This design comes from an exercise in tuning for small area, a short achievable clock period and few clock cycles per item on the open sky130 flow, not from production work. Only simulation tests tie the RTL to the original design; equivalence was not proved. Power is estimated from default activity; no workload was simulated.

==> design.v <==
`timescale 1ns / 1ps
module BlockA(
	input a,
	input b,
	input c_in,
	output s,
	output g,
	output p
	);
assign s = a ^ b ^ c_in;
assign g = a & b;
assign p = a | b;
endmodule
module BlockB(
	input c_in,
	input G_ij,
	input G_jk,
	input P_ij,
	input P_jk,
	output c_pass,
	output c_out,
	output G_out,
	output P_out
	);
assign G_out = G_jk | (P_jk & G_ij);
assign P_out = P_jk & P_ij;
assign c_pass = c_in;
assign c_out = G_ij | (P_ij & c_in);
endmodule
`timescale 1ns / 1ps
module CLATreeAdder128Bit(
		input [127:0] a,
		input [127:0] b,
		input carry_in,
		output [127:0] s,
		output carry_out
		);
		wire c [0:254];
		wire g [0:254];
		wire p [0:254];
		assign c[254] = carry_in;
		assign carry_out = g[254]|(p[254]&carry_in);
		generate
		genvar i;
			for(i = 0; i<128; i = i+1)
			begin: Block_Generator
				BlockA A(
					.a(a[i]),
					.b(b[i]),
					.s(s[i]),
					.g(g[i]),
					.p(p[i]),
					.c_in(c[i])
					);
				if	(i < 127)
					BlockB B(
						.c_in(c[i+128]),
						.c_pass(c[2*i]),
						.c_out(c[2*i+1]),
						.G_ij(g[2*i]),
						.G_jk(g[2*i+1]),
						.G_out(g[i+128]),
						.P_ij(p[2*i]),
						.P_jk(p[2*i+1]),
						.P_out(p[i+128])
						);
			end
		endgenerate
endmodule
`timescale 1ns / 1ps
module SequentialMultiplier128Bit(
    input [127:0] a,
    input [127:0] b,
	 input reset_n,
	 input clk,
    output [255:0] p,
	 output done
    );
	 parameter [1:0] 	START = 2'b00,
							ACCUM = 2'b01,
							SHIFT = 2'b10,
							DONE = 2'b11;
	 reg [127:0] a_shift, sum_shift;
	 reg [7:0] counter;
	 reg [1:0] state ;
	 reg c_reg;
	 wire [127:0] ab, sum;
	 wire carry;
	 CLATreeAdder128Bit add (
		.a(ab),
		.b(sum_shift),
		.carry_in(1'b0),
		.s(sum),
		.carry_out(carry)
		);
	 generate
	 genvar i;
		 for(i = 0; i<128; i = i+1)
		 begin: a_gen
			assign ab[i] = a_shift[0]&b[i];
		 end
	 endgenerate
	 always @(posedge clk or negedge reset_n)
	 begin
		if (!reset_n) 
			state <= START;
		else
		begin
		case (state)
			START :	begin
							a_shift <= a;
							sum_shift <= 128'h00000000000000000000000000000000;
							counter <= 8'b00000000;
							state <= ACCUM;
						end
			ACCUM :	begin
							sum_shift <= sum;
							c_reg <= carry;
							state <= SHIFT;
						end
			SHIFT :	begin
							{c_reg, sum_shift, a_shift} <= {1'b0, c_reg, sum_shift, a_shift[127:1]};
							counter <= counter + 1;
							state <= (counter == 127)? DONE : ACCUM;
						end
			DONE :	begin
							state <= DONE;
						end
		endcase
		end
	 end
	 assign p = {sum_shift, a_shift};
	 assign done = state[0]&state[1];
endmodule
==> run.sh <==
#!/bin/bash
# synth_recipe.tcl (not shown) runs the flow's synth.tcl, then flattens the netlist and writes it again
# the make line also repeats each setting of config.mk as NAME=value (left out here)
make -C /OpenROAD-flow-scripts/flow DESIGN_CONFIG=/design/flow/config.mk WORK_HOME=/design/flow/orfs CLKGATE_MAP_FILE= SYNTH_SCRIPT=/design/flow/synth_recipe.tcl finish
==> config.mk <==
export PLATFORM = sky130hd
export DESIGN_NAME = SequentialMultiplier128Bit
export DESIGN_NICKNAME = SequentialMultiplier128Bit
export VERILOG_FILES = /design/flow/design.v
export SDC_FILE = /design/flow/constraint.sdc
export NUM_CORES = 4
export LEC_CHECK = 0
export CAP_MARGIN = 20
export CORE_MARGIN = 2
export CORE_UTILIZATION = 40
export SLEW_MARGIN = 20
==> constraint.sdc <==
create_clock -name core_clock -period 5.5 [get_ports {clk}]
set_input_delay 1.1000 -clock core_clock [delete_from_list [all_inputs] [get_ports {clk}]]
set_output_delay 1.1000 -clock core_clock [all_outputs]
set_load 0.01 [all_outputs]
==> reports/summary.txt <==
unrepaired setup endpoints after global routing: false
Final Cycle Share: 93.0%
final instance area: 27800 um2
leak pwr: 12.1 nW
clk slew on worst S/H paths: 0.06 ns
worst-case clock buffer depth: 3
worst relative slew slack: 10.7%
Post-Synthesis Cells: 2042
Vias/cell: 4.94
worst min path class: flop to flop
Power Density: 243 nW/um2
H-Tree Depth: 2
Peak VDD IR: 0.248 mV
delay-heaviest family, CP: compound AO/OA/AOI/OAI gates
status: finished clean
Slew Limit Fails: 0
CP Cell Sequence: clkdlybuf4s50_1 -> and2_1 -> ha_1 -> inv_1 -> fa_1 -> o21ba_1 -> nor2_2 -> a21boi_2 -> a2111o_1 -> o2111a_2 -> nor4_4 -> buf_4 -> o21ai_2 -> buf_4 -> o21ai_2 -> a21oi_1 -> o31ai_1 -> fa_1 -> a22oi_1 -> nor2b_1
Placer Congestion: 0.845
Worst path depth: 20
die area: 55200 um2
top flop regs: a_shift (128), sum_shift (128), counter (8)
Synth warnings: 2
drt pass-1 iters: 5
Crit Reg-Reg Endpoint: sum_shift[78]
Netlist Area Pre-Place: 21300 um2
Unique masters post-synth: 65
worst reg2reg path startpoint: a_shift[0]
Primary FF master, synth: edfxtp_1
fmax: 195 MHz
Least-Margin Pin Slew: 1.34 ns
synth-to-layout area growth: 30.2%
Bufs and invs on worst path: 4
gr ovfl total: 0
CP Max Fanout: 3
Routed Wire Length: 62300 um
R2R cell count: 18
CTS tree: done
nets: 3029
Final Setup Violations: 0
Final Skew: 0.0213 ns
Crit path required time: 5.79 ns
Rows: 84
Max stage delay on crit path: 0.46 ns
Root Buffer: clkbuf_16
I/O pins: 515
number of synthesized flops with an enable pin: 265
Post-DP HPWL: 46200 um
CORE AREA: 52700 um2
Num CTS Buffers: 36
Global Route Usage Sum: 22.2%
Iteration-0 DRC Markers: 793
drc violations: 0
Post-synth ARST share: 0.749%
startpoint types: primary input
first-pass GRT wire length: 96200 um
Worst-Skew Late Latency: 0.56 ns
slowest stage cell, crit path: fa_1
Fin. Hold Viols: 0
WP data arrival: 5.40 ns
Max-cap violations: 0
post-synthesis sequential area ratio: 37.5%
initial antenna violation count: 7
vias in the first global route: 16500
area post-placement: 26600 um2
Worst setup startpoint: b[0]
syn_nets: 2623
flip-flop and latch count after synthesis: 267
Post-CTS Hold Buffers: 0
Die Span Y: 235 um
final setup TNS: 0 ns
Post-DRT Antenna Nets: 0
share of cells above drive strength 1: 10.3%
internal reg-to-reg setup slack: 0.66 ns
Setup crit end: sum_shift[78]
largest net degree at the start of global routing: 202
width of the chip: 235 um
clock sinks: 267
critical path class: primary input to flop
initial core utilization: 40.5%
Final min period: 5.12 ns
Avg Inst Size Synth: 10.4 um2
mean routed wirelength per cell: 19.7 um
CP endpoint kind: flop
number of buffers inserted by port buffering: 514
Post-CTS Resized: 0
Post-CTS Repair Setup Buffers: 0
DR vias: 15600
worst register-to-register path: stages (launching register included):
cell and delay (ns):
edfxtp_1 0.37, buf_12 0.22, buf_12 0.26, nand2_1 0.14
ha_1 0.21, or4_1 0.55, or2_1 0.29, nor3_1 0.29
nand2_1 0.15, nor2_1 0.17, a2111o_1 0.29, o21ai_2 0.18
buf_4 0.18, o21ai_2 0.17, a21oi_1 0.11, o31ai_1 0.27
fa_1 0.46, a22oi_1 0.18, nor2b_1 0.08
how the worst min path moves through the flow:
stage / startpoint / to / cells past startpoint
6_report: a_shift[21] / a_shift[20] / 1
5_1_grt: a_shift[78] / a_shift[77] / 1
4_1_cts: a_shift[21] / a_shift[20] / 1
3_5_place_dp: a_shift[75] / a_shift[74] / 1
3_3_place_gp: state[1] / state[1] / 1
2_1_floorplan: state[1] / state[1] / 1
layer usage:
layer	global-route usage, %	wire length (um)	up-vias
met5	0	36	-
met4	6.46	1440	6
met1	27.2	25300	7616
met3	6.46	4860	83
li1	-	-	7489
met2	37.8	30700	451
synth_stat cells (3+ instances only):
| library cell | n | share of area (%) |
|---|---|---|
| inv_1 | 317 | 5.6 |
| edfxtp_1 | 265 | 37 |
| ha_1 | 259 | 15 |
| nand2_1 | 175 | 3.1 |
| buf_4 | 128 | 4.5 |
| mux2_2 | 128 | 6.8 |
| nor2b_1 | 109 | 3.2 |
| a22oi_1 | 100 | 3.5 |
| clkbuf_1 | 67 | 1.2 |
| fa_1 | 64 | 6.0 |
| a21oi_1 | 63 | 1.5 |
| nor2_1 | 56 | 0.99 |
| xor2_1 | 36 | 1.5 |
| a21boi_0 | 33 | 1.2 |
| nand2b_1 | 32 | 0.94 |
| xnor2_1 | 30 | 1.2 |
| nor4_1 | 19 | 0.56 |
| o21bai_1 | 19 | 0.67 |
| and2_1 | 18 | 0.53 |
| o21ai_0 | 16 | 0.38 |
| o31ai_1 | 14 | 0.49 |
| nand3_1 | 7 | 0.16 |
| nor3_1 | 7 | 0.16 |
| a21o_1 | 5 | 0.18 |
| a221oi_1 | 5 | 0.21 |
| buf_1 | 5 | 0.088 |
| or3_1 | 5 | 0.15 |
| or4_1 | 4 | 0.14 |
| o21a_1 | 3 | 0.11 |
| o21ai_2 | 3 | 0.12 |
| o31ai_2 | 3 | 0.18 |
cells by family after synthesis:
logic type,synth area share (%)
adders and majority gates,21.2
AOI/OAI and AO/OA,10.0
DFF,37.5
and+or+nand+nor,10.4
xor gates and xnor gates,2.71
buffers and inverters,11.3
muxes,6.76
layout by cell type, fill, tap and decap left out, types with 10 or more instances in the layout:
cell type / synthesis / layout
a21boi_0: 33 / 33
a21oi_1: 63 / 63
a22oi_1: 100 / 100
and2_1: 18 / 18
buf_4: 128 / 48
clkbuf_16: 0 / 37
clkdlybuf4s50_1: 0 / 514
clkinv_1: 0 / 10
edfxtp_1: 265 / 265
fa_1: 64 / 64
ha_1: 259 / 256
inv_1: 317 / 317
mux2_2: 128 / 128
nand2_1: 175 / 175
nand2b_1: 32 / 32
nor2_1: 56 / 56
nor2b_1: 109 / 108
nor4_1: 19 / 19
o21ai_0: 16 / 16
o21bai_1: 19 / 19
o31ai_1: 14 / 14
xnor2_1: 30 / 30
xor2_1: 36 / 36
area by class of cell:
class,instances,area [um2]
Fill cell,4697,24900
Antenna cell,4,10.0
Sequential cell,267,8010
Clock buffer,46,960
Inverter,317,1190
Multi-Input combinational cell,1258,11000
Timing Repair Buffer,568,5630
Clock inverter,19,169
Tap cell,688,861
through the flow:
| step | utilization [%] | hold slack (ns) | total power, mW | setup WS, ns | instances |
|---|---|---|---|---|---|
| finish | 52.8 | 0.571 | 6.74 | 0.384 | 3167 |
| global placement | 50.6 | 0.554 | 4.41 | -0.0539 | 3098 |
| global route | 52.8 | 0.585 | 7.11 | 0.123 | 3165 |
| CTS | 52.7 | 0.573 | 6.83 | 0.428 | 3163 |
| floorplan | - | 0.490 | 3.79 | 0.581 | 2042 |
| detailed placement | 50.6 | 0.562 | 4.46 | -0.179 | 3098 |
power breakdown:
part	switching, mW	internal, mW
logic	0.804	0.968
registers	0.178	2.47
clock network	0.983	1.34
total	1.96	4.77
Testbench counts, summed over its fixed seeds: cycles 99,072, items 384.

-- re-timing with driven ports --
The flow's constraints put no driver on any port. The routed layout listed below was extracted and timed again, unchanged, in two steps. Step 1 sets driving cells, clkbuf_16 on the clock port and buf_2 on the other inputs (assumed; they add their load-dependent delay and slew). Step 2 also shifts input and output timing later by t, the mid clock arrival at the registers, as if the neighbouring blocks saw the same clock. Slacks: ideal ports / drivers / drivers and shift; pairs: ideal ports / drivers.
t (ns): 0.599
setup WS [ns]: 0.384 / 0.342 / -0.257
worst setup path at the end: input to register
clock arrival spread, ns: 0.021 / 0.022
pins driven straight from the clock port: 1
With both steps, setup timing fails in this run, where it was met with ideal ports. The setup slack of this run moves by -0.042 ns with the drivers and by -0.641 ns with both steps.
